From an optimization exercise on the open Yosys and OpenROAD flow, aimed at small area and a short achievable clock period; shortcuts taken in it are not production practice.
Function was checked by simulation only, so behaviour that the tests miss may differ from the original.
No activity file was given, so power comes from the tool's default toggle rates.

## flow/run.sh

```bash
#!/bin/bash
# Standard ORFS layout (the standard.sh), with the port buffers made from
# sky130_fd_sc_hd__buf_2 instead of the default delay-buffer cell.
set -euo pipefail
bash standard.sh "BUFFER_PORTS_ARGS=-buffer_cell sky130_fd_sc_hd__buf_2" finish > standard_flow.log 2>&1
```

## design.v

```verilog
module BC_FIR(
    input  [12:0] in,
    input         clock_s,
    output [12:0] out
);
    reg [11:0] d0;
    reg [11:0] d1;
    reg [11:0] d2;
    reg [11:0] d3;
    reg [11:0] d4;
    reg [11:0] d5;
    reg [11:0] d6;
    reg [11:0] d7;
    reg [11:0] d8;
    reg [11:0] d9;
    reg [11:0] d10;
    reg [11:0] d11;
    reg [11:0] d12;
    reg [11:0] d13;
    reg [11:0] d14;
    reg [11:0] d15;
    reg [11:0] d16;
    reg [11:0] d17;
    reg [11:0] d18;
    reg [11:0] d19;
    reg [11:0] d20;
    reg [11:0] d21;
    reg [11:0] d22;
    reg [11:0] d23;
    reg [11:0] d24;
    reg [11:0] d25;
    reg [11:0] d26;
    reg [11:0] d27;
    reg [11:0] d28;
    reg [11:0] d29;
    reg r3_0;
    reg r3_1;
    reg r3_2;
    reg r3_3;
    reg r3_4;
    reg r3_5;
    reg r3_6;
    reg r3_7;
    reg r3_8;
    reg r3_9;
    reg r3_10;
    reg r3_11;
    reg r3_12;
    reg r3_13;
    reg r2_0;
    reg r2_1;
    reg r2_2;
    reg r2_3;
    reg r2_4;
    reg r2_5;
    reg r2_6;
    reg r2_7;
    reg r2_8;
    reg r2_9;
    reg r2_10;
    reg r2_11;
    reg r2_12;
    reg r2_13;
    reg r1_0;
    reg r1_1;
    reg r1_2;
    reg r1_3;
    reg r1_4;
    reg r1_5;
    reg r1_6;
    reg r1_7;
    reg r1_8;
    reg r1_9;
    reg r1_10;
    reg r1_11;
    reg r1_12;
    reg r1_13;
    reg r1_14;
    reg [12:0] y;
    wire w1;
    wire w2;
    wire w3;
    wire w4;
    wire w5;
    wire w6;
    wire w7;
    wire w8;
    wire w9;
    wire w10;
    wire w11;
    wire w12;
    wire w13;
    wire w14;
    wire w15;
    wire w16;
    wire w17;
    wire w18;
    wire w19;
    wire w20;
    wire w21;
    wire w22;
    wire w23;
    wire w24;
    wire w25;
    wire w26;
    wire w27;
    wire w28;
    wire w29;
    wire w30;
    wire w31;
    wire w32;
    wire w33;
    wire w34;
    wire w35;
    wire w36;
    wire w37;
    wire w38;
    wire w39;
    wire w40;
    wire w41;
    wire w42;
    wire w43;
    wire w44;
    wire w45;
    wire w46;
    wire w47;
    wire w48;
    wire w49;
    wire w50;
    wire w51;
    wire w52;
    wire w53;
    wire w54;
    wire w55;
    wire w56;
    wire w57;
    wire w58;
    wire w59;
    wire w60;
    wire w61;
    wire w62;
    wire w63;
    wire w64;
    wire w65;
    wire w66;
    wire w67;
    wire w68;
    wire w69;
    wire w70;
    wire w71;
    wire w72;
    wire w73;
    wire w74;
    wire w75;
    wire w76;
    wire w77;
    wire w78;
    wire w79;
    wire w80;
    wire w81;
    wire w82;
    wire w83;
    wire w84;
    wire w85;
    wire w86;
    wire w87;
    wire w88;
    wire w89;
    wire w90;
    wire w91;
    wire w92;
    wire w93;
    wire w94;
    wire w95;
    wire w96;
    wire w97;
    wire w98;
    wire w99;
    wire w100;
    wire w101;
    wire w102;
    wire w103;
    wire w104;
    wire w105;
    wire w106;
    wire w107;
    wire w108;
    wire w109;
    wire w110;
    wire w111;
    wire w112;
    wire w113;
    wire w114;
    wire w115;
    wire w116;
    wire w117;
    wire w118;
    wire w119;
    wire w120;
    wire w121;
    wire w122;
    wire w123;
    wire w124;
    wire w125;
    wire w126;
    wire w127;
    wire w128;
    wire w129;
    wire w130;
    wire w131;
    wire w132;
    wire w133;
    wire w134;
    wire w135;
    wire w136;
    wire w137;
    wire w138;
    wire w139;
    wire w140;
    wire w141;
    wire w142;
    wire w143;
    wire w144;
    wire w145;
    wire w146;
    wire w147;
    wire w148;
    wire w149;
    wire w150;
    wire w151;
    wire w152;
    wire w153;
    wire w154;
    wire w155;
    wire w156;
    wire w157;
    wire w158;
    wire w159;
    wire w160;
    wire w161;
    wire w162;
    wire w163;
    wire w164;
    wire w165;
    wire w166;
    wire w167;
    wire w168;
    wire w169;
    wire w170;
    wire w171;
    wire w172;
    wire w173;
    wire w174;
    wire w175;
    wire w176;
    wire w177;
    wire w178;
    wire w179;
    wire w180;
    wire w181;
    wire w182;
    wire w183;
    wire w184;
    wire w185;
    wire w186;
    wire w187;
    wire w188;
    wire w189;
    wire w190;
    wire w191;
    wire w192;
    wire w193;
    wire w194;
    wire w195;
    wire w196;
    wire w197;
    wire w198;
    wire w199;
    wire w200;
    wire w201;
    wire w202;
    wire w203;
    wire w204;
    wire w205;
    wire w206;
    wire w207;
    wire w208;
    wire w209;
    wire w210;
    wire w211;
    wire w212;
    wire w213;
    wire w214;
    wire w215;
    wire w216;
    wire w217;
    wire w218;
    wire w219;
    wire w220;
    wire w221;
    wire w222;
    wire w223;
    wire w224;
    wire w225;
    wire w226;
    wire w227;
    wire w228;
    wire w229;
    wire w230;
    wire w231;
    wire w232;
    wire w233;
    wire w234;
    wire w235;
    wire w236;
    wire w237;
    wire w238;
    wire w239;
    wire w240;
    wire w241;
    wire w242;
    wire w243;
    wire w244;
    wire w245;
    wire w246;
    wire w247;
    wire w248;
    wire w249;
    wire w250;
    wire w251;
    wire w252;
    wire w253;
    wire w254;
    wire w255;
    wire w256;
    wire w257;
    wire w258;
    wire w259;
    wire w260;
    wire w261;
    wire w262;
    wire w263;
    wire w264;
    wire w265;
    wire w266;
    wire w267;
    wire w268;
    wire w269;
    wire w270;
    wire w271;
    wire w272;
    wire w273;
    wire w274;
    wire w275;
    wire w276;
    wire w277;
    wire w278;
    wire w279;
    wire w280;
    wire w281;
    wire w282;
    wire w283;
    wire w284;
    wire w285;
    wire w286;
    wire w287;
    wire w288;
    wire w289;
    wire w290;
    wire w291;
    wire w292;
    wire w293;
    wire w294;
    wire w295;
    wire w296;
    wire w297;
    wire w298;
    wire w299;
    wire w300;
    wire w301;
    wire w302;
    wire w303;
    wire w304;
    wire w305;
    wire w306;
    wire w307;
    wire w308;
    wire w309;
    wire w310;
    wire w311;
    wire w312;
    wire w313;
    wire w314;
    wire w315;
    wire w316;
    wire w317;
    wire w318;
    wire w319;
    wire w320;
    wire w321;
    wire w322;
    wire w323;
    wire w324;
    wire w325;
    wire w326;
    wire w327;
    wire w328;
    wire w329;
    wire w330;
    wire w331;
    wire w332;
    wire w333;
    wire w334;
    wire w335;
    wire w336;
    wire w337;
    wire w338;
    wire w339;
    wire w340;
    wire w341;
    wire w342;
    wire w343;
    wire w344;
    wire w345;
    wire w346;
    wire w347;
    wire w348;
    wire w349;
    wire w350;
    wire w351;
    wire w352;
    wire w353;
    wire w354;
    wire w355;
    wire w356;
    wire w357;
    wire w358;
    wire w359;
    wire w360;
    wire w361;
    wire w362;
    wire w363;
    wire w364;
    wire w365;
    wire w366;
    wire w367;
    wire w368;
    wire w369;
    wire w370;
    wire w371;
    wire w372;
    wire w373;
    wire w374;
    wire w375;
    wire w376;
    wire w377;
    wire w378;
    wire w379;
    wire w380;
    wire w381;
    wire w382;
    wire w383;
    wire w384;
    wire w385;
    wire w386;
    wire w387;
    wire w388;
    wire w389;
    wire w390;
    wire w391;
    wire w392;
    wire w393;
    wire w394;
    wire w395;
    wire w396;
    wire w397;
    wire w398;
    wire w399;
    wire w400;
    wire w401;
    wire w402;
    wire w403;
    wire w404;
    wire w405;
    wire w406;
    wire w407;
    wire w408;
    wire w409;
    wire w410;
    wire w411;
    wire w412;
    wire w413;
    wire w414;
    wire w415;
    wire w416;
    wire w417;
    wire w418;
    wire w419;
    wire w420;
    wire w421;
    wire w422;
    wire w423;
    wire w424;
    wire w425;
    wire w426;
    wire w427;
    wire w428;
    wire w429;
    wire w430;
    wire w431;
    wire w432;
    wire w433;
    wire w434;
    wire w435;
    wire w436;
    wire w437;
    wire w438;
    wire w439;
    wire w440;
    wire w441;
    wire w442;
    wire w443;
    wire w444;
    wire w445;
    wire w446;
    wire w447;
    wire w448;
    wire w449;
    wire w450;
    wire w451;
    wire w452;
    wire w453;
    wire w454;
    wire w455;
    wire w456;
    wire w457;
    wire w458;
    wire w459;
    wire w460;
    wire w461;
    wire w462;
    wire w463;
    wire w464;
    wire w465;
    wire w466;
    wire w467;
    wire w468;
    wire w469;
    wire w470;
    wire w471;
    wire w472;
    wire w473;
    wire w474;
    wire w475;
    wire w476;
    wire w477;
    wire w478;
    wire w479;
    wire w480;
    wire w481;
    wire w482;
    wire w483;
    wire w484;
    wire w485;
    wire w486;
    wire w487;
    wire w488;
    wire w489;
    wire w490;
    wire w491;
    wire w492;
    wire w493;
    wire w494;
    wire w495;
    wire w496;
    wire w497;
    wire w498;
    wire w499;
    wire w500;
    wire w501;
    wire w502;
    wire w503;
    wire w504;
    wire w505;
    wire w506;
    wire w507;
    wire w508;
    wire w509;
    wire w510;
    wire w511;
    wire w512;
    wire w513;
    wire w514;
    wire w515;
    wire w516;
    wire w517;
    wire w518;
    wire w519;
    wire w520;
    wire w521;
    wire w522;
    wire w523;
    wire w524;
    wire w525;
    wire w526;
    wire w527;
    wire w528;
    wire w529;
    wire w530;
    wire w531;
    wire w532;
    wire w533;
    wire w534;
    wire w535;
    wire w536;
    wire w537;
    wire w538;
    wire w539;
    wire w540;
    wire w541;
    wire w542;
    wire w543;
    wire w544;
    wire w545;
    wire w546;
    wire w547;
    wire w548;
    wire w549;
    wire w550;
    wire w551;
    wire w552;
    wire w553;
    wire w554;
    wire w555;
    wire w556;
    wire w557;
    wire w558;
    wire w559;
    wire w560;
    wire w561;
    wire w562;
    wire w563;
    wire w564;
    wire w565;
    wire w566;
    wire w567;
    wire w568;
    wire w569;
    wire w570;
    wire w571;
    wire w572;
    wire w573;
    wire w574;
    wire w575;
    wire w576;
    wire w577;
    wire w578;
    wire w579;
    wire w580;
    wire w581;
    wire w582;
    wire w583;
    wire w584;
    wire w585;
    wire w586;
    wire w587;
    wire w588;
    wire w589;
    wire w590;
    wire w591;
    wire w592;
    wire w593;
    wire w594;
    wire w595;
    wire w596;
    wire w597;
    wire w598;
    wire w599;
    wire w600;
    wire w601;
    wire w602;
    wire w603;
    wire w604;
    wire w605;
    wire w606;
    wire w607;
    wire w608;
    wire w609;
    wire w610;
    wire w611;
    wire w612;
    wire w613;
    wire w614;
    wire w615;
    wire w616;
    wire w617;
    wire w618;
    wire w619;
    wire w620;
    wire w621;
    wire w622;
    wire w623;
    fa1 u1 (.a(d1[0]), .b(d13[0]), .c(d29[0]), .s(w1), .co(w2));
    fa1 u2 (.a(d1[1]), .b(d13[1]), .c(d29[1]), .s(w3), .co(w4));
    ha1 u3 (.a(w2), .b(w3), .s(w5), .co(w6));
    fa1 u4 (.a(d1[2]), .b(d13[2]), .c(d29[0]), .s(w7), .co(w8));
    fa1 u5 (.a(d29[2]), .b(w4), .c(w7), .s(w9), .co(w10));
    ha1 u6 (.a(w6), .b(w9), .s(w11), .co(w12));
    fa1 u7 (.a(d1[3]), .b(d13[3]), .c(d29[1]), .s(w13), .co(w14));
    fa1 u8 (.a(d29[3]), .b(w8), .c(w13), .s(w15), .co(w16));
    fa1 u9 (.a(w10), .b(w15), .c(w12), .s(w17), .co(w18));
    fa1 u10 (.a(d1[0]), .b(d1[4]), .c(d13[4]), .s(w19), .co(w20));
    fa1 u11 (.a(d29[0]), .b(d29[2]), .c(d29[4]), .s(w21), .co(w22));
    fa1 u12 (.a(w14), .b(w19), .c(w21), .s(w23), .co(w24));
    fa1 u13 (.a(w16), .b(w23), .c(w18), .s(w25), .co(w26));
    fa1 u14 (.a(d1[1]), .b(d1[5]), .c(d13[5]), .s(w27), .co(w28));
    fa1 u15 (.a(d29[1]), .b(d29[3]), .c(d29[5]), .s(w29), .co(w30));
    fa1 u16 (.a(w20), .b(w27), .c(w22), .s(w31), .co(w32));
    fa1 u17 (.a(w29), .b(w24), .c(w31), .s(w33), .co(w34));
    ha1 u18 (.a(w33), .b(w26), .s(w35), .co(w36));
    fa1 u19 (.a(d1[2]), .b(d1[6]), .c(d13[0]), .s(w37), .co(w38));
    fa1 u20 (.a(d13[6]), .b(d29[2]), .c(d29[4]), .s(w39), .co(w40));
    fa1 u21 (.a(d29[6]), .b(w28), .c(w37), .s(w41), .co(w42));
    fa1 u22 (.a(w30), .b(w39), .c(w32), .s(w43), .co(w44));
    fa1 u23 (.a(w41), .b(w43), .c(w34), .s(w45), .co(w46));
    ha1 u24 (.a(w45), .b(w36), .s(w47), .co(w48));
    fa1 u25 (.a(d1[3]), .b(d1[7]), .c(d13[1]), .s(w49), .co(w50));
    fa1 u26 (.a(d13[7]), .b(d29[3]), .c(d29[5]), .s(w51), .co(w52));
    fa1 u27 (.a(d29[7]), .b(w38), .c(w49), .s(w53), .co(w54));
    fa1 u28 (.a(w40), .b(w51), .c(w42), .s(w55), .co(w56));
    fa1 u29 (.a(w53), .b(w44), .c(w55), .s(w57), .co(w58));
    fa1 u30 (.a(w57), .b(w46), .c(w48), .s(w59), .co(w60));
    fa1 u31 (.a(d1[4]), .b(d1[8]), .c(d13[2]), .s(w61), .co(w62));
    fa1 u32 (.a(d13[8]), .b(d29[4]), .c(d29[6]), .s(w63), .co(w64));
    fa1 u33 (.a(d29[8]), .b(w50), .c(w61), .s(w65), .co(w66));
    fa1 u34 (.a(w52), .b(w63), .c(w54), .s(w67), .co(w68));
    fa1 u35 (.a(w65), .b(w56), .c(w67), .s(w69), .co(w70));
    fa1 u36 (.a(w58), .b(w69), .c(w60), .s(w71), .co(w72));
    fa1 u37 (.a(d1[5]), .b(d1[9]), .c(d13[3]), .s(w73), .co(w74));
    fa1 u38 (.a(d13[9]), .b(d29[5]), .c(d29[7]), .s(w75), .co(w76));
    fa1 u39 (.a(d29[9]), .b(w62), .c(w73), .s(w77), .co(w78));
    fa1 u40 (.a(w64), .b(w75), .c(w66), .s(w79), .co(w80));
    fa1 u41 (.a(w77), .b(w68), .c(w79), .s(w81), .co(w82));
    ha1 u42 (.a(w70), .b(w81), .s(w83), .co(w84));
    fa1 u43 (.a(d1[6]), .b(d1[10]), .c(d13[4]), .s(w85), .co(w86));
    fa1 u44 (.a(d13[10]), .b(d29[6]), .c(d29[8]), .s(w87), .co(w88));
    fa1 u45 (.a(d29[10]), .b(w74), .c(w85), .s(w89), .co(w90));
    fa1 u46 (.a(w76), .b(w87), .c(w78), .s(w91), .co(w92));
    fa1 u47 (.a(w89), .b(w80), .c(w91), .s(w93), .co(w94));
    fa1 u48 (.a(w82), .b(w93), .c(w84), .s(w95), .co(w96));
    fa1 u49 (.a(d1[7]), .b(d1[11]), .c(d13[5]), .s(w97), .co(w98));
    fa1 u50 (.a(d13[11]), .b(d29[7]), .c(d29[9]), .s(w99), .co(w100));
    fa1 u51 (.a(d29[11]), .b(w86), .c(w97), .s(w101), .co(w102));
    fa1 u52 (.a(w88), .b(w99), .c(w90), .s(w103), .co(w104));
    fa1 u53 (.a(w101), .b(w92), .c(w103), .s(w105), .co(w106));
    fa1 u54 (.a(w94), .b(w105), .c(w96), .s(w107), .co(w108));
    x2 u55 (.a(d21[0]), .b(d1[8]), .y(w109));
    x2 u56 (.a(d13[6]), .b(d29[0]), .y(w110));
    x2 u57 (.a(d29[8]), .b(d29[10]), .y(w111));
    x2 u58 (.a(w109), .b(w110), .y(w112));
    x2 u59 (.a(w111), .b(w98), .y(w113));
    x2 u60 (.a(w112), .b(w100), .y(w114));
    x2 u61 (.a(w113), .b(w114), .y(w115));
    x2 u62 (.a(w102), .b(w115), .y(w116));
    x2 u63 (.a(w116), .b(w104), .y(w117));
    x2 u64 (.a(w117), .b(w106), .y(w118));
    x2 u65 (.a(w118), .b(w108), .y(w119));
    fa1 u66 (.a(r3_1), .b(d6[0]), .c(d26[0]), .s(w120), .co(w121));
    fa1 u67 (.a(r3_2), .b(d2[0]), .c(d6[1]), .s(w122), .co(w123));
    fa1 u68 (.a(d26[1]), .b(w121), .c(w122), .s(w124), .co(w125));
    fa1 u69 (.a(r3_3), .b(d2[1]), .c(d6[2]), .s(w126), .co(w127));
    fa1 u70 (.a(d26[2]), .b(w123), .c(w126), .s(w128), .co(w129));
    ha1 u71 (.a(w125), .b(w128), .s(w130), .co(w131));
    fa1 u72 (.a(r3_4), .b(d2[2]), .c(d6[3]), .s(w132), .co(w133));
    fa1 u73 (.a(d26[3]), .b(w127), .c(w132), .s(w134), .co(w135));
    fa1 u74 (.a(w129), .b(w134), .c(w131), .s(w136), .co(w137));
    fa1 u75 (.a(r3_5), .b(d2[3]), .c(d6[4]), .s(w138), .co(w139));
    fa1 u76 (.a(d26[4]), .b(w133), .c(w138), .s(w140), .co(w141));
    fa1 u77 (.a(w135), .b(w140), .c(w137), .s(w142), .co(w143));
    fa1 u78 (.a(r3_6), .b(d2[4]), .c(d6[5]), .s(w144), .co(w145));
    fa1 u79 (.a(d26[5]), .b(w139), .c(w144), .s(w146), .co(w147));
    fa1 u80 (.a(w141), .b(w146), .c(w143), .s(w148), .co(w149));
    fa1 u81 (.a(r3_7), .b(d2[5]), .c(d6[6]), .s(w150), .co(w151));
    fa1 u82 (.a(d26[6]), .b(w145), .c(w150), .s(w152), .co(w153));
    fa1 u83 (.a(w147), .b(w152), .c(w149), .s(w154), .co(w155));
    fa1 u84 (.a(r3_8), .b(d2[6]), .c(d6[7]), .s(w156), .co(w157));
    fa1 u85 (.a(d22[0]), .b(d26[7]), .c(d10[0]), .s(w158), .co(w159));
    fa1 u86 (.a(w151), .b(w156), .c(w158), .s(w160), .co(w161));
    fa1 u87 (.a(w153), .b(w160), .c(w155), .s(w162), .co(w163));
    fa1 u88 (.a(r3_9), .b(r3_10), .c(d2[7]), .s(w164), .co(w165));
    fa1 u89 (.a(d6[8]), .b(d22[1]), .c(d26[8]), .s(w166), .co(w167));
    fa1 u90 (.a(d10[1]), .b(w157), .c(w159), .s(w168), .co(w169));
    fa1 u91 (.a(w164), .b(w166), .c(w161), .s(w170), .co(w171));
    ha1 u92 (.a(w168), .b(w170), .s(w172), .co(w173));
    fa1 u93 (.a(r3_11), .b(d2[8]), .c(d6[9]), .s(w174), .co(w175));
    fa1 u94 (.a(d14[0]), .b(d22[2]), .c(d26[9]), .s(w176), .co(w177));
    fa1 u95 (.a(d10[2]), .b(d18[0]), .c(w165), .s(w178), .co(w179));
    fa1 u96 (.a(w167), .b(w174), .c(w176), .s(w180), .co(w181));
    fa1 u97 (.a(w169), .b(w178), .c(w180), .s(w182), .co(w183));
    fa1 u98 (.a(w171), .b(w182), .c(w173), .s(w184), .co(w185));
    fa1 u99 (.a(r3_12), .b(d2[9]), .c(d6[10]), .s(w186), .co(w187));
    fa1 u100 (.a(d14[1]), .b(d22[3]), .c(d26[10]), .s(w188), .co(w189));
    fa1 u101 (.a(d10[3]), .b(d18[1]), .c(w175), .s(w190), .co(w191));
    fa1 u102 (.a(w177), .b(w186), .c(w188), .s(w192), .co(w193));
    fa1 u103 (.a(w179), .b(w190), .c(w181), .s(w194), .co(w195));
    fa1 u104 (.a(w192), .b(w183), .c(w194), .s(w196), .co(w197));
    ha1 u105 (.a(w196), .b(w185), .s(w198), .co(w199));
    x2 u106 (.a(r3_13), .b(d2[10]), .y(w200));
    x2 u107 (.a(d6[11]), .b(d14[2]), .y(w201));
    x2 u108 (.a(d16[0]), .b(d22[4]), .y(w202));
    x2 u109 (.a(d26[11]), .b(d10[0]), .y(w203));
    x2 u110 (.a(d10[4]), .b(d18[2]), .y(w204));
    x2 u111 (.a(w200), .b(w201), .y(w205));
    x2 u112 (.a(w202), .b(w203), .y(w206));
    x2 u113 (.a(w204), .b(w205), .y(w207));
    x2 u114 (.a(w206), .b(w187), .y(w208));
    x2 u115 (.a(w189), .b(w207), .y(w209));
    x2 u116 (.a(w208), .b(w209), .y(w210));
    x2 u117 (.a(w191), .b(w193), .y(w211));
    x2 u118 (.a(w210), .b(w211), .y(w212));
    x2 u119 (.a(w212), .b(w195), .y(w213));
    x2 u120 (.a(w213), .b(w197), .y(w214));
    x2 u121 (.a(w214), .b(w199), .y(w215));
    assign w216 = ~r2_0;
    assign w217 = ~r2_1;
    assign w218 = ~r2_2;
    assign w219 = ~r2_3;
    assign w220 = ~r2_4;
    assign w221 = ~r2_5;
    assign w222 = ~r2_6;
    assign w223 = ~r2_7;
    assign w224 = ~r2_8;
    assign w225 = ~r2_9;
    assign w226 = ~r2_10;
    assign w227 = ~r2_11;
    assign w228 = ~r2_12;
    assign w229 = ~r2_13;
    fa1 u122 (.a(w216), .b(d11[0]), .c(d19[0]), .s(w230), .co(w231));
    fa1 u123 (.a(d17[0]), .b(d23[0]), .c(w217), .s(w232), .co(w233));
    fa1 u124 (.a(d11[0]), .b(d11[1]), .c(d19[1]), .s(w234), .co(w235));
    fa1 u125 (.a(w231), .b(w232), .c(w234), .s(w236), .co(w237));
    fa1 u126 (.a(d17[1]), .b(d23[1]), .c(w218), .s(w238), .co(w239));
    fa1 u127 (.a(d11[1]), .b(d11[2]), .c(d19[2]), .s(w240), .co(w241));
    fa1 u128 (.a(w233), .b(w235), .c(w238), .s(w242), .co(w243));
    fa1 u129 (.a(w240), .b(w237), .c(w242), .s(w244), .co(w245));
    fa1 u130 (.a(d17[2]), .b(d23[2]), .c(w219), .s(w246), .co(w247));
    fa1 u131 (.a(d11[2]), .b(d11[3]), .c(d19[3]), .s(w248), .co(w249));
    fa1 u132 (.a(w239), .b(w241), .c(w246), .s(w250), .co(w251));
    fa1 u133 (.a(w248), .b(w243), .c(w250), .s(w252), .co(w253));
    ha1 u134 (.a(w245), .b(w252), .s(w254), .co(w255));
    fa1 u135 (.a(d7[0]), .b(d15[0]), .c(d27[0]), .s(w256), .co(w257));
    fa1 u136 (.a(d17[3]), .b(d23[0]), .c(d23[3]), .s(w258), .co(w259));
    fa1 u137 (.a(w220), .b(d11[0]), .c(d11[3]), .s(w260), .co(w261));
    fa1 u138 (.a(d11[4]), .b(d19[0]), .c(d19[4]), .s(w262), .co(w263));
    fa1 u139 (.a(w247), .b(w256), .c(w249), .s(w264), .co(w265));
    fa1 u140 (.a(w258), .b(w260), .c(w262), .s(w266), .co(w267));
    fa1 u141 (.a(w251), .b(w264), .c(w266), .s(w268), .co(w269));
    fa1 u142 (.a(w253), .b(w268), .c(w255), .s(w270), .co(w271));
    fa1 u143 (.a(d7[1]), .b(d15[1]), .c(d27[1]), .s(w272), .co(w273));
    fa1 u144 (.a(d17[4]), .b(d23[1]), .c(d23[4]), .s(w274), .co(w275));
    fa1 u145 (.a(w221), .b(d11[1]), .c(d11[4]), .s(w276), .co(w277));
    fa1 u146 (.a(d11[5]), .b(d19[1]), .c(d19[5]), .s(w278), .co(w279));
    fa1 u147 (.a(w257), .b(w259), .c(w272), .s(w280), .co(w281));
    fa1 u148 (.a(w261), .b(w263), .c(w274), .s(w282), .co(w283));
    fa1 u149 (.a(w276), .b(w278), .c(w265), .s(w284), .co(w285));
    fa1 u150 (.a(w280), .b(w267), .c(w282), .s(w286), .co(w287));
    fa1 u151 (.a(w284), .b(w269), .c(w286), .s(w288), .co(w289));
    ha1 u152 (.a(w288), .b(w271), .s(w290), .co(w291));
    fa1 u153 (.a(d7[2]), .b(d15[2]), .c(d27[2]), .s(w292), .co(w293));
    fa1 u154 (.a(d17[5]), .b(d23[2]), .c(d23[5]), .s(w294), .co(w295));
    fa1 u155 (.a(w222), .b(d11[2]), .c(d11[5]), .s(w296), .co(w297));
    fa1 u156 (.a(d11[6]), .b(d19[0]), .c(d19[2]), .s(w298), .co(w299));
    fa1 u157 (.a(d19[6]), .b(w273), .c(w275), .s(w300), .co(w301));
    fa1 u158 (.a(w292), .b(w277), .c(w279), .s(w302), .co(w303));
    fa1 u159 (.a(w294), .b(w296), .c(w298), .s(w304), .co(w305));
    fa1 u160 (.a(w281), .b(w300), .c(w283), .s(w306), .co(w307));
    fa1 u161 (.a(w302), .b(w304), .c(w285), .s(w308), .co(w309));
    fa1 u162 (.a(w306), .b(w287), .c(w308), .s(w310), .co(w311));
    fa1 u163 (.a(w289), .b(w310), .c(w291), .s(w312), .co(w313));
    fa1 u164 (.a(d7[3]), .b(d15[3]), .c(d27[3]), .s(w314), .co(w315));
    fa1 u165 (.a(d17[6]), .b(d23[3]), .c(d23[6]), .s(w316), .co(w317));
    fa1 u166 (.a(w223), .b(d11[3]), .c(d11[6]), .s(w318), .co(w319));
    fa1 u167 (.a(d11[7]), .b(d19[1]), .c(d19[3]), .s(w320), .co(w321));
    fa1 u168 (.a(d19[7]), .b(w293), .c(w295), .s(w322), .co(w323));
    fa1 u169 (.a(w314), .b(w297), .c(w299), .s(w324), .co(w325));
    fa1 u170 (.a(w316), .b(w318), .c(w320), .s(w326), .co(w327));
    fa1 u171 (.a(w301), .b(w322), .c(w303), .s(w328), .co(w329));
    fa1 u172 (.a(w305), .b(w324), .c(w326), .s(w330), .co(w331));
    fa1 u173 (.a(w307), .b(w328), .c(w330), .s(w332), .co(w333));
    fa1 u174 (.a(w309), .b(w332), .c(w311), .s(w334), .co(w335));
    ha1 u175 (.a(w334), .b(w313), .s(w336), .co(w337));
    fa1 u176 (.a(d7[4]), .b(d15[4]), .c(d27[4]), .s(w338), .co(w339));
    fa1 u177 (.a(d17[7]), .b(d23[4]), .c(d23[7]), .s(w340), .co(w341));
    fa1 u178 (.a(w224), .b(d11[4]), .c(d11[7]), .s(w342), .co(w343));
    fa1 u179 (.a(d11[8]), .b(d19[2]), .c(d19[4]), .s(w344), .co(w345));
    fa1 u180 (.a(d19[8]), .b(w315), .c(w317), .s(w346), .co(w347));
    fa1 u181 (.a(w338), .b(w319), .c(w321), .s(w348), .co(w349));
    fa1 u182 (.a(w340), .b(w342), .c(w344), .s(w350), .co(w351));
    fa1 u183 (.a(w323), .b(w346), .c(w325), .s(w352), .co(w353));
    fa1 u184 (.a(w327), .b(w348), .c(w350), .s(w354), .co(w355));
    fa1 u185 (.a(w329), .b(w352), .c(w331), .s(w356), .co(w357));
    fa1 u186 (.a(w354), .b(w333), .c(w356), .s(w358), .co(w359));
    ha1 u187 (.a(w358), .b(w335), .s(w360), .co(w361));
    ha1 u188 (.a(w360), .b(w337), .s(w362), .co(w363));
    fa1 u189 (.a(d7[5]), .b(d15[5]), .c(d27[5]), .s(w364), .co(w365));
    fa1 u190 (.a(d17[0]), .b(d17[8]), .c(d23[5]), .s(w366), .co(w367));
    fa1 u191 (.a(d23[8]), .b(w225), .c(w226), .s(w368), .co(w369));
    fa1 u192 (.a(d11[5]), .b(d11[8]), .c(d11[9]), .s(w370), .co(w371));
    fa1 u193 (.a(d19[3]), .b(d19[5]), .c(d19[9]), .s(w372), .co(w373));
    fa1 u194 (.a(w339), .b(w341), .c(w364), .s(w374), .co(w375));
    fa1 u195 (.a(w343), .b(w345), .c(w366), .s(w376), .co(w377));
    fa1 u196 (.a(w368), .b(w370), .c(w372), .s(w378), .co(w379));
    fa1 u197 (.a(w347), .b(w349), .c(w374), .s(w380), .co(w381));
    fa1 u198 (.a(w351), .b(w376), .c(w378), .s(w382), .co(w383));
    fa1 u199 (.a(w353), .b(w355), .c(w380), .s(w384), .co(w385));
    fa1 u200 (.a(w382), .b(w357), .c(w384), .s(w386), .co(w387));
    fa1 u201 (.a(w359), .b(w386), .c(w361), .s(w388), .co(w389));
    fa1 u202 (.a(d7[6]), .b(d15[6]), .c(d27[6]), .s(w390), .co(w391));
    fa1 u203 (.a(d17[1]), .b(d17[9]), .c(d23[6]), .s(w392), .co(w393));
    fa1 u204 (.a(d23[9]), .b(w227), .c(d11[6]), .s(w394), .co(w395));
    fa1 u205 (.a(d11[9]), .b(d11[10]), .c(d19[4]), .s(w396), .co(w397));
    fa1 u206 (.a(d19[6]), .b(d19[10]), .c(w365), .s(w398), .co(w399));
    fa1 u207 (.a(w367), .b(w390), .c(w369), .s(w400), .co(w401));
    fa1 u208 (.a(w371), .b(w373), .c(w392), .s(w402), .co(w403));
    fa1 u209 (.a(w394), .b(w396), .c(w398), .s(w404), .co(w405));
    fa1 u210 (.a(w375), .b(w377), .c(w400), .s(w406), .co(w407));
    fa1 u211 (.a(w379), .b(w402), .c(w404), .s(w408), .co(w409));
    fa1 u212 (.a(w381), .b(w383), .c(w406), .s(w410), .co(w411));
    fa1 u213 (.a(w408), .b(w385), .c(w410), .s(w412), .co(w413));
    ha1 u214 (.a(w387), .b(w412), .s(w414), .co(w415));
    fa1 u215 (.a(d7[7]), .b(d15[7]), .c(d27[7]), .s(w416), .co(w417));
    fa1 u216 (.a(d17[2]), .b(d17[10]), .c(d23[7]), .s(w418), .co(w419));
    fa1 u217 (.a(d23[10]), .b(w228), .c(d11[7]), .s(w420), .co(w421));
    fa1 u218 (.a(d11[10]), .b(d11[11]), .c(d19[5]), .s(w422), .co(w423));
    fa1 u219 (.a(d19[7]), .b(d19[11]), .c(w391), .s(w424), .co(w425));
    fa1 u220 (.a(w393), .b(w416), .c(w395), .s(w426), .co(w427));
    fa1 u221 (.a(w397), .b(w418), .c(w420), .s(w428), .co(w429));
    fa1 u222 (.a(w422), .b(w399), .c(w424), .s(w430), .co(w431));
    fa1 u223 (.a(w401), .b(w403), .c(w426), .s(w432), .co(w433));
    fa1 u224 (.a(w428), .b(w405), .c(w430), .s(w434), .co(w435));
    fa1 u225 (.a(w407), .b(w432), .c(w409), .s(w436), .co(w437));
    fa1 u226 (.a(w434), .b(w411), .c(w436), .s(w438), .co(w439));
    fa1 u227 (.a(w413), .b(w415), .c(w438), .s(w440), .co(w441));
    x2 u228 (.a(d7[8]), .b(d15[8]), .y(w442));
    x2 u229 (.a(d27[8]), .b(d17[3]), .y(w443));
    x2 u230 (.a(d17[11]), .b(d23[8]), .y(w444));
    x2 u231 (.a(d23[11]), .b(w229), .y(w445));
    x2 u232 (.a(d11[8]), .b(d11[11]), .y(w446));
    x2 u233 (.a(d19[6]), .b(d19[8]), .y(w447));
    x2 u234 (.a(w442), .b(w443), .y(w448));
    x2 u235 (.a(w444), .b(w445), .y(w449));
    x2 u236 (.a(w446), .b(w447), .y(w450));
    x2 u237 (.a(w448), .b(w417), .y(w451));
    x2 u238 (.a(w449), .b(w450), .y(w452));
    x2 u239 (.a(w419), .b(w421), .y(w453));
    x2 u240 (.a(w423), .b(w451), .y(w454));
    x2 u241 (.a(w452), .b(w453), .y(w455));
    x2 u242 (.a(w454), .b(w425), .y(w456));
    x2 u243 (.a(w455), .b(w427), .y(w457));
    x2 u244 (.a(w429), .b(w456), .y(w458));
    x2 u245 (.a(w457), .b(w458), .y(w459));
    x2 u246 (.a(w431), .b(w459), .y(w460));
    x2 u247 (.a(w433), .b(w460), .y(w461));
    x2 u248 (.a(w435), .b(w461), .y(w462));
    x2 u249 (.a(w462), .b(w437), .y(w463));
    x2 u250 (.a(w463), .b(w439), .y(w464));
    x2 u251 (.a(w464), .b(w441), .y(w465));
    fa1c u252 (.a(r1_0), .b(d24[0]), .s(w466), .co(w467));
    fa1 u253 (.a(d0[0]), .b(d18[0]), .c(w466), .s(w468), .co(w469));
    fa1 u254 (.a(r1_1), .b(d24[1]), .c(d0[0]), .s(w470), .co(w471));
    fa1 u255 (.a(d0[1]), .b(d18[1]), .c(w467), .s(w472), .co(w473));
    fa1 u256 (.a(w470), .b(w469), .c(w472), .s(w474), .co(w475));
    fa1c u257 (.a(r1_2), .b(d24[2]), .s(w476), .co(w477));
    fa1 u258 (.a(d0[1]), .b(d0[2]), .c(d18[2]), .s(w478), .co(w479));
    fa1 u259 (.a(w476), .b(w471), .c(w478), .s(w480), .co(w481));
    fa1 u260 (.a(w473), .b(w480), .c(w475), .s(w482), .co(w483));
    fa1 u261 (.a(r1_3), .b(d24[3]), .c(d0[2]), .s(w484), .co(w485));
    fa1 u262 (.a(d0[3]), .b(d18[3]), .c(w477), .s(w486), .co(w487));
    fa1 u263 (.a(w479), .b(w484), .c(w486), .s(w488), .co(w489));
    fa1 u264 (.a(w481), .b(w488), .c(w483), .s(w490), .co(w491));
    fa1 u265 (.a(r1_4), .b(d24[4]), .c(d0[3]), .s(w492), .co(w493));
    fa1 u266 (.a(d0[4]), .b(d18[4]), .c(w485), .s(w494), .co(w495));
    fa1 u267 (.a(w492), .b(w487), .c(w494), .s(w496), .co(w497));
    fa1 u268 (.a(w489), .b(w496), .c(w491), .s(w498), .co(w499));
    fa1c u269 (.a(r1_5), .b(d24[5]), .s(w500), .co(w501));
    fa1 u270 (.a(d0[4]), .b(d0[5]), .c(d18[5]), .s(w502), .co(w503));
    fa1 u271 (.a(w500), .b(w493), .c(w502), .s(w504), .co(w505));
    fa1 u272 (.a(w495), .b(w504), .c(w497), .s(w506), .co(w507));
    fa1c u273 (.a(r1_6), .b(d8[0]), .s(w508), .co(w509));
    fa1 u274 (.a(d24[6]), .b(d28[0]), .c(d0[5]), .s(w510), .co(w511));
    fa1 u275 (.a(d0[6]), .b(d18[6]), .c(w501), .s(w512), .co(w513));
    fa1 u276 (.a(w508), .b(w503), .c(w510), .s(w514), .co(w515));
    fa1 u277 (.a(w512), .b(w505), .c(w514), .s(w516), .co(w517));
    fa1 u278 (.a(r1_7), .b(d8[1]), .c(d24[7]), .s(w518), .co(w519));
    fa1 u279 (.a(d28[1]), .b(d0[6]), .c(d0[7]), .s(w520), .co(w521));
    fa1 u280 (.a(d18[7]), .b(w509), .c(w511), .s(w522), .co(w523));
    fa1 u281 (.a(w518), .b(w520), .c(w513), .s(w524), .co(w525));
    fa1 u282 (.a(w522), .b(w515), .c(w524), .s(w526), .co(w527));
    fa1 u283 (.a(r1_8), .b(d8[2]), .c(d24[8]), .s(w528), .co(w529));
    fa1 u284 (.a(d28[2]), .b(d0[7]), .c(d0[8]), .s(w530), .co(w531));
    fa1 u285 (.a(d18[8]), .b(w519), .c(w521), .s(w532), .co(w533));
    fa1 u286 (.a(w528), .b(w530), .c(w523), .s(w534), .co(w535));
    fa1 u287 (.a(w532), .b(w525), .c(w534), .s(w536), .co(w537));
    fa1 u288 (.a(r1_9), .b(r1_10), .c(d8[3]), .s(w538), .co(w539));
    fa1 u289 (.a(d24[9]), .b(d28[3]), .c(d0[8]), .s(w540), .co(w541));
    fa1 u290 (.a(d0[9]), .b(d18[9]), .c(w529), .s(w542), .co(w543));
    fa1 u291 (.a(w531), .b(w538), .c(w540), .s(w544), .co(w545));
    fa1 u292 (.a(w533), .b(w542), .c(w544), .s(w546), .co(w547));
    fa1 u293 (.a(w535), .b(w546), .c(w537), .s(w548), .co(w549));
    fa1 u294 (.a(r1_11), .b(r1_12), .c(d8[4]), .s(w550), .co(w551));
    fa1 u295 (.a(d24[10]), .b(d28[4]), .c(d0[9]), .s(w552), .co(w553));
    fa1 u296 (.a(d0[10]), .b(d18[10]), .c(w539), .s(w554), .co(w555));
    fa1 u297 (.a(w541), .b(w550), .c(w552), .s(w556), .co(w557));
    fa1 u298 (.a(w543), .b(w554), .c(w545), .s(w558), .co(w559));
    fa1 u299 (.a(w556), .b(w547), .c(w558), .s(w560), .co(w561));
    fa1 u300 (.a(r1_13), .b(d8[5]), .c(d24[11]), .s(w562), .co(w563));
    fa1 u301 (.a(d28[5]), .b(d0[10]), .c(d0[11]), .s(w564), .co(w565));
    fa1 u302 (.a(d18[0]), .b(d18[11]), .c(w551), .s(w566), .co(w567));
    fa1 u303 (.a(w553), .b(w562), .c(w564), .s(w568), .co(w569));
    fa1 u304 (.a(w555), .b(w566), .c(w557), .s(w570), .co(w571));
    fa1 u305 (.a(w568), .b(w559), .c(w570), .s(w572), .co(w573));
    x2 u306 (.a(r1_14), .b(d4[0]), .y(w574));
    x2 u307 (.a(d8[6]), .b(d28[6]), .y(w575));
    x2 u308 (.a(d0[11]), .b(d18[1]), .y(w576));
    x2 u309 (.a(w574), .b(w575), .y(w577));
    x2 u310 (.a(w576), .b(w577), .y(w578));
    x2 u311 (.a(w563), .b(w565), .y(w579));
    x2 u312 (.a(w578), .b(w579), .y(w580));
    x2 u313 (.a(w567), .b(w580), .y(w581));
    x2 u314 (.a(w569), .b(w581), .y(w582));
    x2 u315 (.a(w582), .b(w571), .y(w583));
    ha1 u316 (.a(w499), .b(w506), .s(w584), .co(w585));
    ha1 u317 (.a(w507), .b(w516), .s(w586), .co(w587));
    ha1 u318 (.a(w517), .b(w526), .s(w588), .co(w589));
    ha1 u319 (.a(w527), .b(w536), .s(w590), .co(w591));
    ha1 u320 (.a(w549), .b(w560), .s(w592), .co(w593));
    ha1 u321 (.a(w561), .b(w572), .s(w594), .co(w595));
    x2 u322 (.a(w573), .b(w583), .y(w596));
    an1 u323 (.a(w490), .b(w482), .y(w597));
    an1 u324 (.a(w584), .b(w498), .y(w598));
    x2 u325 (.a(w586), .b(w585), .y(w599));
    ao1 u326 (.a(w587), .b(w586), .c(w585), .y(w600));
    an1 u327 (.a(w586), .b(w598), .y(w601));
    x2 u328 (.a(w588), .b(w600), .y(w602));
    ao1 u329 (.a(w589), .b(w588), .c(w587), .y(w603));
    an1 u330 (.a(w588), .b(w586), .y(w604));
    ao1 u331 (.a(w603), .b(w604), .c(w585), .y(w605));
    an1 u332 (.a(w604), .b(w598), .y(w606));
    x2 u333 (.a(w590), .b(w605), .y(w607));
    ao1 u334 (.a(w591), .b(w590), .c(w605), .y(w608));
    x2 u335 (.a(w548), .b(w608), .y(w609));
    an1 u336 (.a(w548), .b(w591), .y(w610));
    an1 u337 (.a(w548), .b(w590), .y(w611));
    ao1 u338 (.a(w610), .b(w611), .c(w605), .y(w612));
    x2 u339 (.a(w592), .b(w612), .y(w613));
    ao1 u340 (.a(w593), .b(w592), .c(w610), .y(w614));
    an1 u341 (.a(w592), .b(w611), .y(w615));
    ao1 u342 (.a(w614), .b(w615), .c(w605), .y(w616));
    x2 u343 (.a(w594), .b(w616), .y(w617));
    ao1 u344 (.a(w595), .b(w594), .c(w593), .y(w618));
    an1 u345 (.a(w594), .b(w592), .y(w619));
    ao1 u346 (.a(w618), .b(w619), .c(w610), .y(w620));
    an1 u347 (.a(w619), .b(w611), .y(w621));
    ao1 u348 (.a(w620), .b(w621), .c(w605), .y(w622));
    x2 u349 (.a(w596), .b(w622), .y(w623));
    wire [12:0] ysum = {w623, w617, w613, w609, w607, w602, w599, w584, w498, w490, w482, w474, w468};
    always @(posedge clock_s) begin
        d0 <= in[11:0];
        d1 <= d0;
        d2 <= d1;
        d3 <= d2;
        d4 <= d3;
        d5 <= d4;
        d6 <= d5;
        d7 <= d6;
        d8 <= d7;
        d9 <= d8;
        d10 <= d9;
        d11 <= d10;
        d12 <= d11;
        d13 <= d12;
        d14 <= ~d13;
        d15 <= d14;
        d16 <= d15;
        d17 <= d16;
        d18 <= d17;
        d19 <= d18;
        d20 <= d19;
        d21 <= d20;
        d22 <= ~d21;
        d23 <= d22;
        d24 <= d23;
        d25 <= d24;
        d26 <= d25;
        d27 <= d26;
        d28 <= d27;
        d29 <= d28;
        r3_0 <= w1;
        r3_1 <= w5;
        r3_2 <= w11;
        r3_3 <= w17;
        r3_4 <= w25;
        r3_5 <= w35;
        r3_6 <= w47;
        r3_7 <= w59;
        r3_8 <= w71;
        r3_9 <= w83;
        r3_10 <= w72;
        r3_11 <= w95;
        r3_12 <= w107;
        r3_13 <= w119;
        r2_0 <= r3_0;
        r2_1 <= w120;
        r2_2 <= w124;
        r2_3 <= w130;
        r2_4 <= w136;
        r2_5 <= w142;
        r2_6 <= w148;
        r2_7 <= w154;
        r2_8 <= w162;
        r2_9 <= w172;
        r2_10 <= w163;
        r2_11 <= w184;
        r2_12 <= w198;
        r2_13 <= w215;
        r1_0 <= w230;
        r1_1 <= w236;
        r1_2 <= w244;
        r1_3 <= w254;
        r1_4 <= w270;
        r1_5 <= w290;
        r1_6 <= w312;
        r1_7 <= w336;
        r1_8 <= w362;
        r1_9 <= w363;
        r1_10 <= w388;
        r1_11 <= w414;
        r1_12 <= w389;
        r1_13 <= w440;
        r1_14 <= w465;
        y <= ysum;
    end
    assign out = y;
endmodule
module fa1(input a, input b, input c, output s, output co);
    assign {co, s} = a + b + c;
endmodule
module ha1(input a, input b, output s, output co);
    assign {co, s} = a + b;
endmodule
module fa1c(input a, input b, output s, output co);
    assign s = ~(a ^ b);
    assign co = a | b;
endmodule
module x2(input a, input b, output y);
    assign y = a ^ b;
endmodule
module ao1(input a, input b, input c, output y);
    assign y = a | (b & c);
endmodule
module an1(input a, input b, output y);
    assign y = a & b;
endmodule
```

## config.mk

```make
export PLATFORM = sky130hd
export DESIGN_NAME = BC_FIR
export DESIGN_NICKNAME = BC_FIR
export VERILOG_FILES = /design/flow/design.v
export SDC_FILE = /design/flow/constraint.sdc
export NUM_CORES = 4
export LEC_CHECK = 0
export CAP_MARGIN = 20
export CORE_MARGIN = 2
export CORE_UTILIZATION = 40
export CTS_BUF_LIST = sky130_fd_sc_hd__clkbuf_8 sky130_fd_sc_hd__clkbuf_16
export CTS_CLUSTER_DIAMETER = 60
export CTS_CLUSTER_SIZE = 20
export SLEW_MARGIN = 20
export SYNTH_HIERARCHICAL = 1
export SYNTH_MINIMUM_KEEP_SIZE = 0
```

## constraint.sdc

```tcl
create_clock -name core_clock -period 16.0 [get_ports {clock_s}]
set_input_delay 3.2000 -clock core_clock [delete_from_list [all_inputs] [get_ports {clock_s}]]
set_output_delay 3.2000 -clock core_clock [all_outputs]
set_load 0.01 [all_outputs]
```

## standard.sh

```bash
#!/bin/bash
# synth_recipe.tcl (not shown) runs the flow's synth.tcl, then flattens the netlist and writes it again
# the make line also repeats each setting of config.mk as NAME=value (left out here)
make -C /OpenROAD-flow-scripts/flow DESIGN_CONFIG=/design/flow/config.mk WORK_HOME=/design/flow/orfs CLKGATE_MAP_FILE= SYNTH_SCRIPT=/design/flow/synth_recipe.tcl "${@:-finish}"
```

==> results_tabular.tex, run 1 <==
\begin{tabular}{lr}
\hline
Metric & Value \\
\hline
\multicolumn{2}{l}{\textbf{Route}} \\
\quad Iteration count of the initial detailed-routing pass & 4 \\
\quad Average wire per cell in the routed design & approximately 21 um \\
\quad Iteration-0 DRC count of the detailed router & approximately 280 \\
\quad DRT Wirelength & roughly 28000 um \\
\quad Residual antenna-violating net count after detailed routing & 0 \\
\quad Post-detailed-route DRC marker count & 0 \\
\quad Post-DR vias/cell & 4.15 \\
\quad Number of vias after detailed routing & around 5600 \\
\multicolumn{2}{l}{\textbf{GRT}} \\
\quad Antenna violations before repair & 0 \\
\quad GR Util All Layers & $\sim$16\% \\
\quad Met1 track demand over resource & between 20\% and 30\% \\
\quad Gr busiest metal & met2 \\
\quad Via count of the first global-routing pass & around 6600 \\
\quad Met2 track demand over resource & 26.8\% \\
\quad Maximum number of pins on one net before global-route repair & 21 \\
\quad Overflow left after global routing & 0 \\
\quad First-pass GRT wire length & around 42000 um \\
\quad M3 GR Usage & under 10\% \\
\multicolumn{2}{l}{\textbf{Yosys}} \\
\quad Top area cells in the synthesized netlist & sky130\_fd\_sc\_hd\_\_dfxtp\_1 (58\%), sky130\_fd\_sc\_hd\_\_fa\_1 (33\%), sky130\_fd\_sc\_hd\_\_xor2\_1 (4.2\%), sky130\_fd\_sc\_hd\_\_ha\_1 (2.1\%), sky130\_fd\_sc\_hd\_\_inv\_1 (1.4\%) \\
\quad Share of the yosys chip area belonging to registers & 58.4\% \\
\quad FF+latch count, synth & approximately 420 \\
\quad Largest area contributor in the netlist & sky130\_fd\_sc\_hd\_\_dfxtp\_1 \\
\quad Synth top area share & approximately three fifths \\
\quad Synthesized area per cell & between 15 and 20 um2 \\
\quad Number of standard cells after synthesis & approximately 820 \\
\quad Nets in the synthesized netlist & around 1100 \\
\quad Unique masters post-synth & 7 \\
\quad Synthesized cell area & 14300 um2 \\
\quad Yosys Warn Count & 7 \\
\multicolumn{2}{l}{\textbf{STA}} \\
\quad Final critical-path share of the clock period & a little over a quarter \\
\quad Max\_slew headroom & roughly 67\% \\
\quad Setup violators final & 0 \\
\quad Maximum clock frequency & approximately 240 MHz \\
\quad Largest clock skew in the final design & just under 0.03 ns \\
\quad Min cycle time layout & about 4.2 ns \\
\quad Hold violation total from the final report & 0 \\
\quad Post-layout worst setup margin & approximately 12 ns \\
\quad RSZ-0062 raised after global routing & false \\
\quad Transition time at the pin with the least slew margin & between 0.5 and 0.6 ns \\
\quad Pins Over Slew Limit & 0 \\
\quad Sum Neg Setup Slack & 0 ns \\
\multicolumn{2}{l}{\textbf{Floorplan}} \\
\quad Die span in y & a little under 200 um \\
\quad Total I/O pin count & 27 \\
\quad Total Die Area & 37200 um2 \\
\quad Initial Utilization & between 40\% and 50\% \\
\quad Row count & 69 \\
\quad Floorplan core area & 35300 um2 \\
\quad Die span in x & 193 um \\
\multicolumn{2}{l}{\textbf{Placed design}} \\
\quad Half-perimeter wire length after detailed placement & around 23000 um \\
\quad Pre-CTS setup slack & 12.10 ns \\
\quad Placed cell count & 1301 \\
\quad Post-detailed-placement cell area & between 10000 and 15000 um2 \\
\quad Input/output buffers & 25 \\
\quad Weighted congestion at the end of routability-driven global placement & slightly above 0.8 \\
\multicolumn{2}{l}{\textbf{CTS}} \\
\quad Clock latency on the worst-skew pair & slightly below 0.6 ns \\
\quad Clock transition at the register clock pins on the worst setup and hold paths after CTS & approximately 0.08 ns \\
\quad Post-CTS setup buffer count & 0 \\
\quad TritonCTS clock tree & done \\
\quad Clock Root Buffer & sky130\_fd\_sc\_hd\_\_clkbuf\_16 \\
\quad TritonCTS Buffers & 28 \\
\quad Number of buffers inserted for hold repair after clock tree synthesis & 0 \\
\quad Maximum buffer depth of the clock tree & 3 \\
\quad H-Tree Depth & 1 \\
\quad Number of clock sinks & between 400 and 500 \\
\quad CTS resizes & 0 \\
\multicolumn{2}{l}{\textbf{Setup path}} \\
\quad Arrival time worst endpoint & a little over 1 ns \\
\quad Critical path cell sequence & buf\_2 \\
\quad Data required time of the worst path & about 13 ns \\
\quad Highest net fanout along the worst path & 1 \\
\quad Kind of cell adding the most delay to the critical path & flip-flops \\
\quad Highest-delay cell along the critical path & sky130\_fd\_sc\_hd\_\_dfxtp\_1 \\
\quad Nature of the critical path startpoint & flop \\
\quad Longest individual stage delay on the worst path & 0.31 ns \\
\quad Number of buffer and inverter instances along the worst setup path & 1 \\
\quad Classification of the worst setup path & flop to output port \\
\quad CP endpoint kind & output port \\
\multicolumn{2}{l}{\textbf{Layout}} \\
\quad Cell area after layout & roughly 16000 um2 \\
\quad Fraction of layout cells with a size suffix above 1 & under 10\% \\
\quad Top reg by flops & y \\
\quad Final standard cell utilization of the core & about 45\% \\
\quad Nets & between 1000 and 1500 \\
\quad Filler cell count & between 3000 and 4000 \\
\quad Final instance count without filler cells & roughly 1300 \\
\quad Diode insertion count for antenna repair & 0 \\
\quad Sequential cell area & roughly 8300 um2 \\
\quad Max reg flops & 13 \\
\quad Layout Area Growth over Synthesis & 10.9\% \\
\quad Area of the multi-input gates & 5740 um2 \\
\multicolumn{2}{l}{\textbf{Flow run}} \\
\quad Max-cap violation count & 0 \\
\multicolumn{2}{l}{\textbf{Power and ir drop}} \\
\quad PwrDens & $\sim$220 nW/um2 \\
\quad Worst vdd rail ir drop & $\sim$0.17 mV \\
\quad Leakage power summed over all cells & between 6 and 7 nW \\
\multicolumn{2}{l}{\textbf{Worst hold path}} \\
\quad Worst hold-check path type & flop to flop \\
\multicolumn{2}{l}{\textbf{Run status}} \\
\quad Run status & timing/DRC/antenna clean \\
\hline
\end{tabular}
-- per-module statistics from Yosys (local to each module, per instance) --
| module | copies in the design | flip-flops and latches |
|---|---|---|
| x2 | 69 | 0 |
| fa1c | 4 | 0 |
| fa1 | 236 | 0 |
| an1 | 6 | 0 |
| ha1 | 20 | 0 |
| BC_FIR | 1 | 416 |
| ao1 | 10 | 0 |
-- final timing paths --
kind	depth (start not counted)	endpoint	startpoint	slack [ns]
hold / removal	0	d13[6]	d12[6]	0.31
setup / recovery	1	out[10]	y[10]	11.79
hold reg to reg	0	d13[6]	d12[6]	0.31
setup reg to reg	8	r1_14	d11[5]	12.09
-- report_power, final --
group / internal (mW) / switching [mW] / total (mW)
Combinational: 0.735 / 0.769 / 1.50
Clock: 0.342 / 0.357 / 0.699
Sequential: 1.21 / 0.0755 / 1.28
-- placed cells by master (no fill, tap or decap) --
cell type,count
sky130_fd_sc_hd__a21o_1,10
sky130_fd_sc_hd__and2_1,6
sky130_fd_sc_hd__buf_2,25
sky130_fd_sc_hd__bufinv_16,1
sky130_fd_sc_hd__clkbuf_16,28
sky130_fd_sc_hd__clkinv_2,1
sky130_fd_sc_hd__clkinv_4,1
sky130_fd_sc_hd__clkinv_8,2
sky130_fd_sc_hd__clkinvlp_4,2
sky130_fd_sc_hd__dfxtp_1,416
sky130_fd_sc_hd__fa_1,236
sky130_fd_sc_hd__ha_1,24
sky130_fd_sc_hd__inv_1,55
sky130_fd_sc_hd__inv_12,1
sky130_fd_sc_hd__inv_6,3
sky130_fd_sc_hd__inv_8,1
sky130_fd_sc_hd__xor2_1,69
-- cell usage after synthesis --
| cell | n |
|---|---|
| sky130_fd_sc_hd__a21o_1 | 10 |
| sky130_fd_sc_hd__and2_1 | 6 |
| sky130_fd_sc_hd__dfxtp_1 | 416 |
| sky130_fd_sc_hd__fa_1 | 236 |
| sky130_fd_sc_hd__ha_1 | 24 |
| sky130_fd_sc_hd__inv_1 | 54 |
| sky130_fd_sc_hd__xor2_1 | 69 |
-- cells by family after synthesis --
logic type / synth area share [%]
adders and majority gates: 35.2
buffers and inverters: 1.42
and+or+nand+nor: 0.263
xor gates and xnor gates: 4.23
AOI/OAI and AO/OA: 0.526
DFF: 58.4
-- per-layer routing --
| metal | wire [um] | up-vias |
|---|---|---|
| met2 | 13200 | 94 |
| met4 | 762 | 0 |
| met5 | 0 | - |
| met1 | 12300 | 2879 |
| li1 | - | 2565 |
| met3 | 1230 | 38 |
-- final cells by class --
| type | count | share of cell area [%] |
|---|---|---|
| sequential | 416 | 52.6 |
| multi-input combinational | 345 | 36.3 |
| clock buffer | 28 | 4.43 |
| tap | 461 | 3.65 |
| inverter | 54 | 1.28 |
| clock inverter | 13 | 0.941 |
| timing repair buffer | 25 | 0.791 |
-- per-stage QoR --
stage	hold WS [ns]	power (mW)
after detailed placement	0.312	2.86
after floorplan	0.310	2.44
after global routing	0.326	3.84
final	0.305	3.48
after global placement	0.310	2.82
after CTS	0.311	3.57
==> run 2: changes to the inputs <==
--- a/config.mk
+++ b/config.mk
@@ -8,7 +8,7 @@
 export CAP_MARGIN = 20
 export CORE_MARGIN = 2
 export CORE_UTILIZATION = 40
-export CTS_BUF_LIST = sky130_fd_sc_hd__clkbuf_8 sky130_fd_sc_hd__clkbuf_16
+export CTS_BUF_LIST = sky130_fd_sc_hd__clkbuf_8
 export CTS_CLUSTER_DIAMETER = 60
 export CTS_CLUSTER_SIZE = 20
 export SLEW_MARGIN = 20
==> results_tabular.tex, run 2 <==
\begin{tabular}{lr}
\hline
Metric & Value \\
\hline
\multicolumn{2}{l}{\textbf{Yosys}} \\
\quad Dominant combinational cell family by area after synthesis & adder cells \\
\quad Post-synthesis adder-cell area fraction & between 30\% and 40\% \\
\quad Number of standard cells after synthesis & 815 \\
\quad Synthesized area per cell & 17.5 um2 \\
\quad Proportion of synthesized area in mux cells & 0\% \\
\quad Share of the synthesized area in compound gates (AO/OA/AOI/OAI) & less than 1\% \\
\quad Yosys Warn Count & 7 \\
\quad Synth top area share & between 50 and 60\% \\
\quad Post-synth top cells & sky130\_fd\_sc\_hd\_\_dfxtp\_1 (416), sky130\_fd\_sc\_hd\_\_fa\_1 (236), sky130\_fd\_sc\_hd\_\_xor2\_1 (69) \\
\quad Number of enable-type register cells in the synthesized netlist & 0 \\
\quad Most frequently used cell type in the post-synthesis netlist & sky130\_fd\_sc\_hd\_\_dfxtp\_1 \\
\quad Xor/xnor share of the synthesized area & approximately 4.2\% \\
\quad Share of the yosys chip area belonging to registers & roughly 58\% \\
\quad Top area cells in the synthesized netlist & sky130\_fd\_sc\_hd\_\_dfxtp\_1 (58\%), sky130\_fd\_sc\_hd\_\_fa\_1 (33\%), sky130\_fd\_sc\_hd\_\_xor2\_1 (4.2\%), sky130\_fd\_sc\_hd\_\_ha\_1 (2.1\%), sky130\_fd\_sc\_hd\_\_inv\_1 (1.4\%) \\
\quad Area fraction in and, or, nand and nor cells after synthesis & less than 1\% \\
\quad Async S/R FF share, synth & 0\% \\
\quad Synthesized cell area & 14300 um2 \\
\quad Most instantiated flip-flop cell in the synthesis netlist & sky130\_fd\_sc\_hd\_\_dfxtp\_1 \\
\quad Largest area contributor in the netlist & sky130\_fd\_sc\_hd\_\_dfxtp\_1 \\
\quad Unique masters post-synth & 7 \\
\quad Nets in the synthesized netlist & 1089 \\
\quad FF+latch count, synth & between 400 and 500 \\
\multicolumn{2}{l}{\textbf{Setup path}} \\
\quad Arrival time worst endpoint & about 1.1 ns \\
\quad Highest net fanout along the worst path & 1 \\
\quad Kind of cell adding the most delay to the critical path & flip-flops \\
\quad CP endpoint kind & output port \\
\quad Data required time of the worst path & 12.80 ns \\
\quad Slack of the worst reg-to-reg path & 12.12 ns \\
\quad Longest individual stage delay on the worst path & about 0.33 ns \\
\quad Critical path cell sequence & buf\_2 \\
\quad Number of buffer and inverter instances along the worst setup path & 1 \\
\quad Highest-delay cell along the critical path & sky130\_fd\_sc\_hd\_\_dfxtp\_1 \\
\quad Classification of the worst setup path & flop to output port \\
\quad Nature of the critical path startpoint & flop \\
\multicolumn{2}{l}{\textbf{Layout}} \\
\quad Filler cell count & $\sim$3100 \\
\quad Layout Area Growth over Synthesis & 8.63\% \\
\quad Area of the multi-input gates & 5740 um2 \\
\quad Nets & roughly 1100 \\
\quad Sequential cell area & approximately 8300 um2 \\
\quad Most frequent cells in the layout & sky130\_fd\_sc\_hd\_\_dfxtp\_1 (416), sky130\_fd\_sc\_hd\_\_fa\_1 (236), sky130\_fd\_sc\_hd\_\_xor2\_1 (69) \\
\quad Fraction of layout cells with a size suffix above 1 & roughly 7.4\% \\
\quad Max reg flops & 13 \\
\quad Commonest non-fill, non-tap cell in the layout & sky130\_fd\_sc\_hd\_\_dfxtp\_1 \\
\quad Top reg by flops & y \\
\multicolumn{2}{l}{\textbf{GRT}} \\
\quad First-pass GRT wire length & approximately 42000 um \\
\quad Via count of the first global-routing pass & 6558 \\
\quad Overflow left after global routing & 0 \\
\quad Maximum number of pins on one net before global-route repair & 21 \\
\quad Antenna violations before repair & 0 \\
\quad GR Util All Layers & around 16\% \\
\multicolumn{2}{l}{\textbf{STA}} \\
\quad Maximum clock frequency & roughly 230 MHz \\
\quad Setup violators final & 0 \\
\quad Sum Neg Setup Slack & 0 ns \\
\quad Hold violation total from the final report & 0 \\
\quad RSZ-0062 raised after global routing & false \\
\quad Min cycle time layout & approximately 4.3 ns \\
\quad Final critical-path share of the clock period & about a quarter \\
\quad Transition time at the pin with the least slew margin & around 0.53 ns \\
\quad Max\_slew headroom & between 60 and 70\% \\
\quad Largest clock skew in the final design & 0.0259 ns \\
\quad Pins Over Slew Limit & 0 \\
\multicolumn{2}{l}{\textbf{CTS}} \\
\quad Number of clock sinks & between 400 and 500 \\
\quad Number of buffers inserted for hold repair after clock tree synthesis & 0 \\
\quad Clock Root Buffer & sky130\_fd\_sc\_hd\_\_clkbuf\_8 \\
\quad Maximum buffer depth of the clock tree & 3 \\
\quad TritonCTS clock tree & done \\
\quad Post-CTS setup buffer count & 0 \\
\quad Clock transition at the register clock pins on the worst setup and hold paths after CTS & 0.11 ns \\
\quad H-Tree Depth & 1 \\
\quad TritonCTS Buffers & 28 \\
\quad CTS resizes & 0 \\
\quad Clock latency on the worst-skew pair & around 0.63 ns \\
\multicolumn{2}{l}{\textbf{Floorplan}} \\
\quad Die span in x & 193 um \\
\quad Floorplan core area & 35300 um2 \\
\quad Total Die Area & 37200 um2 \\
\quad Total I/O pin count & 27 \\
\quad Row count & between 60 and 70 \\
\quad Initial Utilization & 40.4\% \\
\quad Die span in y & slightly below 200 um \\
\multicolumn{2}{l}{\textbf{Flow run}} \\
\quad Max-cap violation count & 0 \\
\multicolumn{2}{l}{\textbf{Worst hold path}} \\
\quad Worst hold-check path type & flop to flop \\
\multicolumn{2}{l}{\textbf{Route}} \\
\quad Post-DR vias/cell & between 4 and 5 \\
\quad DRT Wirelength & approximately 27000 um \\
\quad Average wire per cell in the routed design & about 20 um \\
\quad Number of vias after detailed routing & 5600 \\
\quad Iteration-0 DRC count of the detailed router & 246 \\
\quad Iteration count of the initial detailed-routing pass & 4 \\
\quad Post-detailed-route DRC marker count & 0 \\
\quad Residual antenna-violating net count after detailed routing & 0 \\
\multicolumn{2}{l}{\textbf{Placed design}} \\
\quad Half-perimeter wire length after detailed placement & 22700 um \\
\quad Weighted congestion at the end of routability-driven global placement & 0.815 \\
\quad Input/output buffers & 25 \\
\multicolumn{2}{l}{\textbf{Run status}} \\
\quad Run status & timing/DRC/antenna clean \\
\multicolumn{2}{l}{\textbf{Power and ir drop}} \\
\quad Leakage power summed over all cells & approximately 6.5 nW \\
\quad Total design power & $\sim$3.3 mW \\
\quad Worst vdd rail ir drop & roughly 0.17 mV \\
\quad PwrDens & 213 nW/um2 \\
\hline
\end{tabular}
-- run 2: power by group --
| part | total [mW] | internal [mW] | switching [mW] |
|---|---|---|---|
| Combinational | 1.50 | 0.734 | 0.763 |
| Sequential | 1.28 | 1.21 | 0.0756 |
| Clock | 0.521 | 0.189 | 0.332 |
| Total | 3.30 | 2.13 | 1.17 |
-- run 2: final cells by class --
class / count / share of cell area (%)
Clock buffer: 28 / 2.49
Sequential cell: 416 / 53.7
Multi-Input combinational cell: 345 / 37.0
Antenna cell: 1 / 0.0161
Tap cell: 461 / 3.72
Inverter: 54 / 1.31
Clock inverter: 13 / 0.912
Timing Repair Buffer: 25 / 0.807
-- run 2: kinds of logic after synthesis --
| logic type | Yosys count |
|---|---|
| AO/OA/AOI/OAI | 10 |
| adder cells (fa/ha/maj) | 260 |
| buffers and inverters | 54 |
| flip-flops | 416 |
| XOR/XNOR | 69 |
| AND/OR/NAND/NOR | 6 |
-- run 2: final timing paths --
path / start / end / depth (start not counted)
max: y[9] / out[9] / 1
min: d12[6] / d13[6] / 0
max reg2reg: d19[5] / r1_14 / 8
min reg2reg: d12[6] / d13[6] / 0
-- run 2: per-layer routing --
layer / up-vias / global-route usage [%] / part of all wire, % / routed length, um
met5: - / 0 / 0 / 0
met4: 0 / 4.25 / 2.7 / 740
met3: 39 / 3.40 / 5.0 / 1370
met2: 92 / 26.8 / 48 / 13200
met1: 2902 / 22.2 / 44 / 12100
li1: 2567 / - / - / -
-- run 2: metrics by stage --
stage	hold slack, ns	setup slack (ns)	cells	instance area (um2)	util, %
2_1_floorplan	0.310	12.40	815	14300	-
3_3_place_gp	0.310	12.12	1301	15000	42.4
3_5_place_dp	0.312	12.10	1301	15000	42.4
4_1_cts	0.329	11.68	1342	15500	43.9
5_1_grt	0.324	11.65	1342	15500	43.9
6_report	0.313	11.73	1343	15500	43.9
-- run 2: modules after synthesis, one instance, submodules excluded, excerpt --
module	cells	cell area [um2]	times used
BC_FIR	454	8470	1
fa1c	5	27.5	4
fa1	1	20.0	236
x2	1	8.76	69
ao1	1	7.51	10
an1	1	6.26	6

==> what the ideal ports hide <==
In the flow no input, the clock included, has a driving cell. The finished layouts below were timed again as built, in two steps. Step 1: set_driving_cell puts a clkbuf_16 on clock_s and a buf_2 on each other input, an assumption about the parent block. Step 2 times the ports against the registers' clock, not the clock port: input delays grow and output delays shrink by t, the midpoint of the rising clock arrivals with the driver on. Slacks: ideal ports / drivers / drivers and shift; pairs: ideal ports / drivers.
run	t, ns	slack for setup (ns)	hold slack, ns	latest minus earliest clock arrival (ns)	pins driven straight from the clock port
run 1	0.613	11.788 / 11.737 / 12.088	0.305 / 0.305 / 0.305	0.029 / 0.029	1
run 2	0.659	11.731 / 11.684 / 12.124	0.313 / 0.313 / 0.313	0.027 / 0.027	1
After both steps every run listed still meets setup and hold.
